Source: an optimization exercise on an open RTL-to-GDS flow (aim: small area, a short achievable clock period and few clock cycles per item). Production flows keep margins and buffers that such runs may drop.
No activity file was given, so power comes from the tool's default toggle rates.

==> flow/design.v <==
module cache_controller(
    input  logic         clk,
    input  logic         rst_n,
    input  logic         read_req,      
    input  logic         write_req,     
    input  logic         cache_flush,   
    input  logic [31:0]  p_addr,        
    output logic [31:0]  m_addr,        
    input  logic [31:0]  p_w_data,      
    output logic [31:0]  p_r_data,      
    input  logic [127:0] m_r_data,      
    output logic [127:0] m_w_data,      
    input  logic         main_mem_ack,  
    output logic         mem_write,     
    output logic         mem_read,      
    output logic         stall,         
    output logic         p_ready        
);
    logic [127:0] line;     
    logic [27:0]  tag;      
    logic         valid;
    logic         dirty;
    logic         rw, hit, fill, fill_done;
    logic [3:0]   word;     
    logic [3:0]   wsel;     
    logic [3:0]   fsel;     
    logic [3:0]   hold;     
    logic [127:0] line_d;
    assign rw   = read_req | write_req;
    assign hit  = valid && (tag == p_addr[31:4]);
    assign fill = rw && !hit && !dirty;
    assign fill_done = fill && main_mem_ack;
    assign mem_write = dirty && ((rw && !hit) || cache_flush);
    assign mem_read  = fill;
    assign m_addr    = {(dirty ? tag : p_addr[31:4]), 4'b0000};
    assign m_w_data  = line;
    assign p_ready = (rw && hit) || fill_done || (cache_flush && (!dirty || main_mem_ack));
    assign stall   = (read_req | write_req | cache_flush) & ~p_ready;
    always_comb begin
        for (int k = 0; k < 4; k++) begin
            word[k] = (p_addr[3:2] == 2'(k));
            wsel[k] = write_req && word[k] && (hit || fill_done);
            fsel[k] = fill_done && !wsel[k];
            hold[k] = !wsel[k] && !fill_done;
        end
    end
    always_comb begin
        p_r_data = 32'd0;
        for (int k = 0; k < 4; k++)
            p_r_data = p_r_data
                     | ({32{word[k] &  main_mem_ack}} & m_r_data[32*k +: 32])
                     | ({32{word[k] & ~main_mem_ack}} & line[32*k +: 32]);
    end
    always_comb begin
        for (int k = 0; k < 4; k++)
            line_d[32*k +: 32] = ({32{hold[k]}} & line[32*k +: 32])
                               | ({32{wsel[k]}} & p_w_data)
                               | ({32{fsel[k]}} & m_r_data[32*k +: 32]);
    end
    always_ff @(posedge clk) begin
        line <= line_d;
        if (fill_done)
            tag <= p_addr[31:4];
    end
    always_ff @(posedge clk or negedge rst_n) begin
        if (!rst_n) begin
            valid <= 1'b0;
            dirty <= 1'b0;
        end else begin
            if (fill_done)
                valid <= 1'b1;
            if (mem_write && main_mem_ack)
                dirty <= 1'b0;
            else if (write_req && (hit || fill_done))
                dirty <= 1'b1;
        end
    end
endmodule
Settings: LEC_CHECK=0, CAP_MARGIN=20, CORE_MARGIN=2, CORE_UTILIZATION=40, SETUP_SLACK_MARGIN=2.0, SLEW_MARGIN=20; clock period 6.0 ns.
standard.sh (not shown) runs the stock make flow with config.mk's settings and CLKGATE_MAP_FILE= SYNTH_SCRIPT=/design/flow/synth_recipe.tcl, a recipe that flattens the netlist after the stock synthesis.
==> flow/flow/run.sh <==
#!/bin/bash
# Standard layout, with plain buffers on the ports.
cp standard.sh standard_sh_copy.txt
export BUFFER_PORTS_ARGS="-buffer_cell sky130_fd_sc_hd__buf_2"
bash standard.sh > standard.log 2>&1
The baseline passed the timing, DRC and antenna checks.
Rerun with:
--- a/flow/design.v
+++ b/flow/design.v
@@ -17,27 +17,29 @@
     output logic         p_ready        
 );
     logic [127:0] line;     
     logic [27:0]  tag;      
     logic         valid;
     logic         dirty;
+    logic         rd_r;     
+    logic         wr_r;     
     logic         rw, hit, fill, fill_done;
     logic [3:0]   word;     
     logic [3:0]   wsel;     
     logic [3:0]   fsel;     
     logic [3:0]   hold;     
     logic [127:0] line_d;
     assign rw   = read_req | write_req;
     assign hit  = valid && (tag == p_addr[31:4]);
     assign fill = rw && !hit && !dirty;
-    assign fill_done = fill && main_mem_ack;
+    assign fill_done = rd_r && main_mem_ack;
     assign mem_write = dirty && ((rw && !hit) || cache_flush);
     assign mem_read  = fill;
     assign m_addr    = {(dirty ? tag : p_addr[31:4]), 4'b0000};
     assign m_w_data  = line;
-    assign p_ready = (rw && hit) || fill_done || (cache_flush && (!dirty || main_mem_ack));
+    assign p_ready = (rw && hit) || fill_done || (cache_flush && (!dirty || (wr_r && main_mem_ack)));
     assign stall   = (read_req | write_req | cache_flush) & ~p_ready;
     always_comb begin
         for (int k = 0; k < 4; k++) begin
             word[k] = (p_addr[3:2] == 2'(k));
             wsel[k] = write_req && word[k] && (hit || fill_done);
             fsel[k] = fill_done && !wsel[k];
@@ -45,14 +47,14 @@
         end
     end
     always_comb begin
         p_r_data = 32'd0;
         for (int k = 0; k < 4; k++)
             p_r_data = p_r_data
-                     | ({32{word[k] &  main_mem_ack}} & m_r_data[32*k +: 32])
-                     | ({32{word[k] & ~main_mem_ack}} & line[32*k +: 32]);
+                     | ({32{word[k] &  rd_r}} & m_r_data[32*k +: 32])
+                     | ({32{word[k] & ~rd_r}} & line[32*k +: 32]);
     end
     always_comb begin
         for (int k = 0; k < 4; k++)
             line_d[32*k +: 32] = ({32{hold[k]}} & line[32*k +: 32])
                                | ({32{wsel[k]}} & p_w_data)
                                | ({32{fsel[k]}} & m_r_data[32*k +: 32]);
@@ -63,16 +65,20 @@
             tag <= p_addr[31:4];
     end
     always_ff @(posedge clk or negedge rst_n) begin
         if (!rst_n) begin
             valid <= 1'b0;
             dirty <= 1'b0;
+            rd_r  <= 1'b0;
+            wr_r  <= 1'b0;
         end else begin
+            rd_r  <= mem_read && !main_mem_ack;
+            wr_r  <= mem_write && !main_mem_ack;
             if (fill_done)
                 valid <= 1'b1;
-            if (mem_write && main_mem_ack)
+            if (wr_r && main_mem_ack)
                 dirty <= 1'b0;
             else if (write_req && (hit || fill_done))
                 dirty <= 1'b1;
         end
     end
 endmodule
Result: The changed run went through all stages and came out clean; clock power went up by about 5%; area after synthesis goes up by 1.6%; clock skew hardly moves; die area rose by 1.6%; worst hold slack gains 0.027 ns; utilization falls by 1.1 points; register-to-register slack is better by 0.05 ns; via count is lower by 5.9%; routed wire length is lower by 4.9%.
No functional check of the RTL was part of any run of this note.

==> what the ideal ports hide <==
In the flow no input, the clock included, has a driving cell. The finished layouts below were timed again as built, in two steps. Step 1 (the two cells are an assumption about what drives the block):
set clk [get_ports {clk}]
set_driving_cell -lib_cell sky130_fd_sc_hd__clkbuf_16 $clk
set_driving_cell -lib_cell sky130_fd_sc_hd__buf_2 [delete_from_list [all_inputs] $clk]
Step 2 also shifts input and output timing later by t, the mid clock arrival at the registers, as if the neighbouring blocks saw the same clock. Three values: ideal ports, drivers, drivers and shift; two values: the first two.
run | t, ns | slack for setup (ns) | hold slack, ns | worst setup path after step 2 | cell pins on the clock port's net
the first run | 0.476 | 2.076 / 2.043 / 1.742 | 0.518 / 0.518 / 0.518 | input to register | 1
the second run | 0.471 | 2.081 / 2.042 / 2.042 | 0.545 / 0.545 / 0.545 | input to output | 1
After both steps setup and hold are still met in every run listed. For the first run, which loses most, drivers alone change the setup slack by -0.033 ns; drivers and shift together by -0.334 ns.
